Source: an optimization exercise on an open RTL-to-GDS flow (aim: small area). Production flows keep margins and buffers that such runs may drop. The RTL was checked by simulation tests, not by an equivalence proof against the original design. The clock port is modelled as an ideal driver; clocking choices that lean on that would not hold on a real chip. Power is estimated from default activity; no workload was simulated.

==> flow/design.v <==
module system_top (
    input  clk,
    input  reset,
    input  serial_data_in,
    output serial_data_out,
    output parity_error,
    output frame_error
);
    wire line = serial_data_in;
    reg [7:0] B;                     
    reg [7:0] ring [0:14];           
    reg [3:0] ph;                    
    reg       pe, podd, p8, p16;     
    reg       clr;                   
    reg        busy;       
    reg        txm;        
    reg        more;       
    reg        exec;       
    wire       calc = ~busy & txm;
    reg [2:0]  cs;         
    reg [4:0]  cnt;        
    reg [3:0]  bitn;       
    reg        par;        
    reg        cy;         
    reg [3:0]  arg;        
    reg [15:0] R;          
    localparam [2:0] C_IDLE = 3'd0, C_WADDR = 3'd1, C_WDATA = 3'd2,
                     C_RADDR = 3'd3, C_OPA = 3'd4, C_OPB = 3'd5,
                     C_FUNC = 3'd6;
    wire bit_end  = (&cnt[2:0]) & (p8 | cnt[3] & (p16 | cnt[4]));
    wire is_data  = ~bitn[3];
    wire is_start = bitn[3] & bitn[1];
    wire is_par   = bitn[3] & ~bitn[1] & ~bitn[0] & pe;
    wire is_last  = bitn[3] & ~bitn[1] & (bitn[0] | ~pe);
    wire [7:0] rbyte = R[15:8];      
    wire [3:0] f     = R[11:8];      
    wire o_sub  = (arg == 4'd1);
    wire o_mul  = (arg == 4'd2);
    wire o_div  = (arg == 4'd3);
    wire o_cmp  = (arg == 4'd10) | (arg == 4'd11) | (arg == 4'd12);
    wire o_shr  = arg[3] & arg[2] & arg[0];      
    wire o_shl  = arg[3] & arg[2] & arg[1];      
    wire o_arith = (arg == 4'd0) | o_sub | o_mul | o_cmp | o_shl;
    reg [3:0] tt;                    
    always @(*) begin
        case (arg)
            4'd4:  tt = 4'b1000;
            4'd5:  tt = 4'b1110;
            4'd6:  tt = 4'b0111;
            4'd7:  tt = 4'b0001;
            4'd8:  tt = 4'b0110;
            4'd9:  tt = 4'b1001;
            default: tt = 4'b1100;   
        endcase
    end
    wire ahi  = bitn[3];             
    wire a    = o_div ? ((bitn == 4'd0) ? R[7] : more) :
                (o_mul ? R[8] : o_shr ? R[1] : R[0]) & ~ahi;
    wire b    = B[bitn[2:0]] & ~ahi & (~o_mul | R[0]);
    wire bb   = o_shl ? a : b ^ (o_sub | o_cmp | o_div & par);
    wire sum  = a ^ bb ^ cy;
    wire cyn  = a & bb | a & cy | bb & cy;
    wire cond = (arg[1:0] == 2'd2) ? par : (arg[1:0] == 2'd3) ? cy & ~par : ~cy;
    wire last_step = (cnt[2:0] == 3'd7);
    wire r    = o_cmp ? 1'b0 :
                o_div ? sum & ~last_step :   
                o_arith ? sum : tt[{a, b}];
    wire md       = o_mul | o_div;
    wire mul_step = calc & md & (bitn == 4'd8);      
    wire pass_end = (bitn == 4'd15);
    wire calc_last = md ? mul_step & last_step : pass_end;
    wire rx_start  = ~busy & ~txm & ~line;
    wire fr_end    = busy & bit_end & is_last;
    wire perr      = busy & ~txm & bit_end & is_par & (par ^ line);
    wire ferr      = busy & ~txm & bit_end & is_last & ~line;
    wire rx_abort  = perr & p8;
    wire deliver   = fr_end & ~txm & (line | ~p8);
    wire [3:0] target = (cs == C_WDATA) ? arg : (cs == C_RADDR) ? f : 4'd0;
    wire at_head   = (ph == target);
    wire in_ring   = (target != 4'd1);
    wire waits     = in_ring & ((cs == C_WDATA) | (cs == C_OPA) | (cs == C_RADDR) |
                                (cs == C_FUNC) & (f != 4'd15));
    wire step      = exec & (~waits | at_head);      
    wire ring_wr   = step & in_ring & ((cs == C_WDATA) | (cs == C_OPA));
    wire go_read   = step & (cs == C_RADDR);
    wire go_func   = step & (cs == C_FUNC) & (f != 4'd15);
    wire tx_start  = go_read | calc & calc_last;
    wire tx_next   = fr_end & txm & more;
    assign parity_error    = perr;
    assign frame_error     = ferr;
    assign serial_data_out = ~(busy & txm) | (is_data ? R[0] : is_par ? par : ~is_start);
    always @(posedge clk) begin
        if (~reset) begin
            busy <= 1'b0;
            txm  <= 1'b0;
            more <= 1'b0;
            exec <= 1'b0;
            cs   <= C_IDLE;
        end
        else begin
            exec <= deliver | exec & ~step;
            if (rx_start | tx_start)
                busy <= 1'b1;
            else if (fr_end & ~tx_next | rx_abort)
                busy <= 1'b0;
            if (tx_start | go_func)
                txm <= 1'b1;
            else if (fr_end & ~more)
                txm <= 1'b0;
            if (tx_start)
                more <= ~go_read;
            else if (tx_next)
                more <= 1'b0;
            else if (calc)
                more <= R[8];
            if (step) begin
                case (cs)
                    C_IDLE: begin
                        if (rbyte == 8'hAA) cs <= C_WADDR;
                        else if (rbyte == 8'hBB) cs <= C_RADDR;
                        else if (rbyte == 8'hCC) cs <= C_OPA;
                        else if (rbyte == 8'hDD) cs <= C_FUNC;
                    end
                    C_WADDR: cs <= C_WDATA;
                    C_OPA:   cs <= C_OPB;
                    C_OPB:   cs <= C_FUNC;
                    default: cs <= C_IDLE;
                endcase
            end
        end
    end
    wire [7:0] wd = rbyte & {8{reset}};
    wire       wsel = step & ((cs == C_WDATA) & (arg == 4'd1) | (cs == C_OPB));
    wire       wcfg  = step & (cs == C_WDATA) & (arg[3:1] == 3'b001);
    integer i;
    always @(posedge clk) begin
        if (~reset | wsel)
            B <= wd;
        if (~reset | wcfg & ~arg[0]) begin
            pe   <= wd[0] | ~reset;
            podd <= wd[1];
        end
        if (~reset | wcfg & arg[0]) begin
            p8   <= wd[3] | ~reset;
            p16  <= wd[4];
        end
    end
    always @(posedge clk) begin
        if (~reset) begin
            ph  <= 4'd0;
            clr <= 1'b1;
        end
        else begin
            ph <= (ph == 4'd15) ? 4'd0 : (ph == 4'd0) ? 4'd2 : ph + 4'd1;
            if (ph == 4'd15)
                clr <= 1'b0;
        end
    end
    wire [7:0] ring_rst = {4'b0000, ph == 4'd3, 2'b00, ph == 4'd2};
    always @(posedge clk) begin
        for (i = 0; i < 14; i = i + 1)
            ring[i] <= ring[i + 1];
        ring[14] <= clr ? ring_rst : ring_wr ? rbyte : ring[0];
    end
    always @(posedge clk) begin
        if (busy)
            cnt <= cnt + 5'd1;
        else if (calc & ~calc_last)
            cnt <= cnt + {4'd0, mul_step};
        else
            cnt <= {4'b0, ~line};
        if (rx_start | tx_start | tx_next)
            bitn <= 4'd15;
        else if (go_func | mul_step)
            bitn <= 4'd0;
        else if (busy & bit_end | calc)
            bitn <= bitn + 4'd1;
        if (go_func)
            par <= 1'b1;
        else if (calc & o_div) begin
            if (mul_step)
                par <= ~sum;
        end
        else if (calc)
            par <= par & ~sum;
        else if (busy & bit_end) begin
            if (is_start)
                par <= podd;
            else if (is_data)
                par <= par ^ (txm ? R[0] : line);
        end
        if (go_func)     
            cy <= f[0] | f[3] & ~(f[2] & f[1]);      
        else if (calc & o_div & mul_step)
            cy <= ~sum;
        else if (calc)
            cy <= cyn;
        if (step & ((cs == C_WADDR) | (cs == C_FUNC)))
            arg <= f;
        if (busy & bit_end & is_data)
            R <= {line, R[15:1]};
        else if (go_read)
            R[7:0] <= in_ring ? ring[0] : B;
        else if (go_func)
            R <= {8'h00, ring[0]};
        else if (calc) begin
            if (md & ~mul_step)
                R[15:8] <= {r, R[15:9]};
            else if (o_div)
                R[7:0] <= {R[6:0], ~sum};
            else
                R <= {r, R[15:2], (o_cmp & pass_end) ? cond : R[1]};
        end
    end
endmodule
export LEC_CHECK = 0
export ABC_AREA = 1
export CAP_MARGIN = 20
export CORE_MARGIN = 2
export CORE_UTILIZATION = 55
export CTS_BUF_LIST = sky130_fd_sc_hd__clkbuf_8
export GPL_TIMING_DRIVEN = 0
export PLACE_DENSITY = 0.8
export SLEW_MARGIN = 20
create_clock -name core_clock -period 28.0 [get_ports {clk}]
standard.sh (not shown) runs the stock make flow with config.mk's settings and CLKGATE_MAP_FILE= SYNTH_SCRIPT=/design/flow/synth_recipe.tcl, a recipe that flattens the netlist after the stock synthesis.
==> flow/flow/run.sh <==
#!/bin/bash
# Own layout flow: the standard synthesis, then the combinational logic is
# re-mapped with an area-oriented ABC script (AIG resynthesis with &deepsyn;
# flip-flops are kept untouched: same instances, names and cell types), then
# the standard layout, with clock tree synthesis told not to add dummy
# loads and to use clkbuf_4 where the clock slew allows it (flow/post_cts.tcl),
# and the port buffers made with the smallest buffer cell.
set -euo pipefail
here=$(pwd)
res=$here/orfs/results/$FLOW_PLATFORM/system_top/base

bash standard.sh synth > synth_standard.log 2>&1

lib=$FLOW_HOME/platforms/$FLOW_PLATFORM/lib/sky130_fd_sc_hd__tt_025C_1v80.lib
yosys_exe=$(command -v yosys || echo "$FLOW_HOME/../tools/install/yosys/bin/yosys")
cp "$res/1_2_yosys.v" "$here/1_2_yosys_standard.v"
LIB=$lib IN_V=$here/1_2_yosys_standard.v OUT_V=$here/1_2_yosys_resynth.v \
  ABC_SCRIPT=$here/flow/area.abc PLATFORM_CONFIG=$FLOW_HOME/platforms/$FLOW_PLATFORM/config.mk \
  "$yosys_exe" -c flow/resynth.tcl > resynth.log 2>&1
cp "$here/1_2_yosys_resynth.v" "$res/1_2_yosys.v"
touch "$res/1_2_yosys.v"
rm -f "$res/1_synth.odb"

# ports are buffered as in the standard flow, with the smallest buffer
export BUFFER_PORTS_ARGS="-buffer_cell sky130_fd_sc_hd__buf_1"
export CTS_ARGS="-sink_clustering_enable -repair_clock_nets -dont_use_dummy_load -buf_list sky130_fd_sc_hd__clkbuf_4 -root_buf sky130_fd_sc_hd__clkbuf_4"
# clock buffers that drive too much load for a clkbuf_4 are made clkbuf_8
export POST_CTS_TCL=$here/flow/post_cts.tcl
bash standard.sh finish > layout.log 2>&1
Other scripts of this flow, unchanged in this note and not shown: flow/flow/area.abc, flow/flow/post_cts.tcl, flow/flow/resynth.tcl
Edit:
--- a/flow/design.v
+++ b/flow/design.v
@@ -39,6 +39,6 @@
     wire o_div  = (arg == 4'd3);
     wire o_cmp  = (arg == 4'd10) | (arg == 4'd11) | (arg == 4'd12);
-    wire o_shr  = arg[3] & arg[2] & arg[0];      
-    wire o_shl  = arg[3] & arg[2] & arg[1];      
+    wire o_shr  = (arg == 4'd13);
+    wire o_shl  = (arg == 4'd14);
     wire o_arith = (arg == 4'd0) | o_sub | o_mul | o_cmp | o_shl;
     reg [3:0] tt;                    
@@ -191,5 +191,5 @@
         end
         if (go_func)     
-            cy <= f[0] | f[3] & ~(f[2] & f[1]);      
+            cy <= (f == 4'd1) | (f == 4'd3) | (f == 4'd10) | (f == 4'd11) | (f == 4'd12);
         else if (calc & o_div & mul_step)
             cy <= ~sum;
Outcome: Hold slack gains 4.7 ps. Design area is about the same. Core utilization came out lower by 0.11 points. Synthesized area came out higher by 0.53%. Total power came out lower by 0.42%. Critical path depth does not change. Clock skew hardly moves. Worst setup slack gains 59 ps.

---

system_top, a different RTL version from the one above (not shown whole).
Size in the first run: about 6 I/O pins, ~0.0055 mm^2 of cells after synthesis.
export LEC_CHECK = 0
export ABC_AREA = 1
export CAP_MARGIN = 20
export CORE_MARGIN = 2
export CORE_UTILIZATION = 55
export CTS_BUF_LIST = sky130_fd_sc_hd__clkbuf_8
export GPL_TIMING_DRIVEN = 0
export PLACE_DENSITY = 0.8
export SLEW_MARGIN = 20
create_clock -name core_clock -period 28.0 [get_ports {clk}]
==> flow/flow/area.abc <==
strash
&get -n
&deepsyn -I 10 -J 100 -T 900
&dch -f
&nf -a -R 1000
&put
mfs2 -a
strash
&get -n
&dch -f
&nf -a -R 1000
&put
==> flow/flow/post_cts.tcl <==
# Run by ORFS after clock tree synthesis (POST_CTS_TCL). The clock tree is
# built from clkbuf_4; each clock buffer whose loads would see a clock slew
# above 100 ps (placement estimate) is made a clkbuf_8, then the placement
# is legalized again.
estimate_parasitics -placement
set upsized 0
foreach inst [get_cells *] {
  set m [get_property $inst ref_name]
  if {$m ne "sky130_fd_sc_hd__clkbuf_4"} { continue }
  set worst 0
  set out [get_pins -of_objects $inst -filter "direction == output"]
  foreach pin [get_pins -of_objects [get_nets -of_objects $out] -filter "direction == input"] {
    set s [get_property $pin slew_max]
    if {$s > $worst} { set worst $s }
  }
  if {$worst > 0.100} {
    replace_cell $inst sky130_fd_sc_hd__clkbuf_8
    incr upsized
  }
}
puts "post_cts: made $upsized clock buffers clkbuf_8"
detailed_placement
check_placement -verbose
estimate_parasitics -placement
==> flow/flow/resynth.tcl <==
# Re-map the combinational logic of the standard synthesis netlist for area.
yosys -import
set lib $::env(LIB)

# the platform's don't-use cells
set dont_use {}
set fh [open $::env(PLATFORM_CONFIG) r]
set in_list 0
while {[gets $fh line] >= 0} {
  if {[regexp {^\s*export\s+DONT_USE_CELLS\s*\+?=} $line]} { set in_list 1 }
  if {$in_list} {
    foreach w [split [regsub -all {\\} $line " "] " \t"] {
      if {[string match "sky130_*" $w]} { lappend dont_use -dont_use $w }
    }
    if {![regexp {\\\s*$} $line]} { set in_list 0 }
  }
}
close $fh
puts "dont_use: $dont_use"

read_liberty -ignore_miss_func $lib
read_verilog $::env(IN_V)
hierarchy -top system_top
# flip-flops stay as they are
setattr -mod -set keep_hierarchy 1 sky130_fd_sc_hd__df* sky130_fd_sc_hd__edf*
flatten
opt_clean -purge
abc -liberty $lib {*}$dont_use -script $::env(ABC_SCRIPT)
opt_clean -purge
hilomap -singleton -hicell sky130_fd_sc_hd__conb_1 HI -locell sky130_fd_sc_hd__conb_1 LO
select system_top
write_verilog -noattr -nohex -nodec -selected $::env(OUT_V)

# check the result against the library's cells
design -reset
read_liberty -lib $lib
read_verilog $::env(OUT_V)
hierarchy -check -top system_top
check -assert -mapped
tee -o resynth_stat.txt stat -liberty $lib
Scripts as last shown in full above: flow/flow/run.sh
The baseline passed the timing, DRC and antenna checks.
Rerun with:
--- a/flow/design.v
+++ b/flow/design.v
@@ -82,29 +82,22 @@
                                 (cs == C_FUNC) & (f != 4'd15));
     wire step      = exec & (~waits | at_head);      
     wire ring_wr   = step & in_ring & ((cs == C_WDATA) | (cs == C_OPA));
     wire go_read   = step & (cs == C_RADDR);
     wire go_func   = step & (cs == C_FUNC) & (f != 4'd15);
     wire tx_start  = go_read | calc & calc_last;
     wire tx_next   = fr_end & txm & more;
     assign parity_error    = perr;
     assign frame_error     = ferr;
     assign serial_data_out = ~(busy & txm) | (is_data ? R[0] : is_par ? par : ~is_start);
-    reg rst_n;
-    always @(posedge clk or negedge reset) begin
-        if (~reset)
-            rst_n <= 1'b0;
-        else
-            rst_n <= 1'b1;
-    end
-    always @(posedge clk) begin
-        if (~rst_n) begin
+    always @(posedge clk) begin
+        if (~reset) begin
             busy <= 1'b0;
             txm  <= 1'b0;
             more <= 1'b0;
             exec <= 1'b0;
             cs   <= C_IDLE;
         end
         else begin
             exec <= deliver | exec & ~step;
             if (rx_start | tx_start)
                 busy <= 1'b1;
@@ -129,38 +122,38 @@
                         else if (rbyte == 8'hDD) cs <= C_FUNC;
                     end
                     C_WADDR: cs <= C_WDATA;
                     C_OPA:   cs <= C_OPB;
                     C_OPB:   cs <= C_FUNC;
                     default: cs <= C_IDLE;
                 endcase
             end
         end
     end
-    wire [7:0] wd = rbyte & {8{rst_n}};
+    wire [7:0] wd = rbyte & {8{reset}};
     wire       wsel = step & ((cs == C_WDATA) & (arg == 4'd1) | (cs == C_OPB));
     wire       wcfg  = step & (cs == C_WDATA) & (arg[3:1] == 3'b001);
     integer i;
     always @(posedge clk) begin
-        if (~rst_n | wsel)
+        if (~reset | wsel)
             B <= wd;
-        if (~rst_n | wcfg & ~arg[0]) begin
-            pe   <= wd[0] | ~rst_n;
+        if (~reset | wcfg & ~arg[0]) begin
+            pe   <= wd[0] | ~reset;
             podd <= wd[1];
         end
-        if (~rst_n | wcfg & arg[0]) begin
-            p8   <= wd[3] | ~rst_n;
+        if (~reset | wcfg & arg[0]) begin
+            p8   <= wd[3] | ~reset;
             p16  <= wd[4];
         end
     end
     always @(posedge clk) begin
-        if (~rst_n) begin
+        if (~reset) begin
             ph  <= 4'd0;
             clr <= 1'b1;
         end
         else begin
             ph <= (ph == 4'd15) ? 4'd0 : (ph == 4'd0) ? 4'd2 : ph + 4'd1;
             if (ph == 4'd15)
                 clr <= 1'b0;
         end
     end
     wire [7:0] ring_rst = {4'b0000, ph == 4'd3, 2'b00, ph == 4'd2};
What happened: Cell count drops by 1.8%; worst hold slack is better by 0.0046 ns; clock-buffer cell count does not change; synthesized cell count drops by 2.4%; via count drops by 1.3%; worst setup slack is better by 0.20 ns; global-route usage climbs by 1.6 points; final area drops by 1.7%; routed wire length climbs by 1.7%; sequential power hardly moves; total power drops by 0.36%; non-clock buffer count is unchanged; die area drops by 1.5%; combinational power climbs by 20%.

-- separate check: timing with driven ports --
The flow's constraints put no driver on any port. The routed layouts listed below were extracted and timed again, unchanged, in two steps.
Step 1, drivers: a clkbuf_16 drives clk and a buf_2 each remaining input, both assumed.
Step 2, shift: input delay + t, output delay - t, t = (earliest + latest rising clock arrival at the registers) / 2. This alone moves slack from input paths to output paths.
a / b / c = ideal / step 1 / step 2; a / b = the first two.
| run | t (ns) | slack for setup (ns) | worst setup path after step 2 | latest minus earliest clock arrival (ns) | worst data-port slew with drivers (ns) |
|---|---|---|---|---|---|
| the first run of note 1 | 0.446 | 15.994 / 15.969 / 15.969 | input to output | 0.024 / 0.024 | 0.03 |
| the second run of note 1 | 0.440 | 16.052 / 16.031 / 16.031 | input to output | 0.026 / 0.027 | 0.03 |
| the first run of note 2 | 0.445 | 15.851 / 15.829 / 15.829 | input to output | 0.034 / 0.033 | 0.03 |
| the second run of note 2 | 0.441 | 16.055 / 16.034 / 16.034 | input to output | 0.029 / 0.029 | 0.03 |
After both steps every run listed still meets setup and hold. The setup slack of the first run of note 1, which loses most, moves by -0.025 ns with the drivers and by -0.025 ns with both steps.
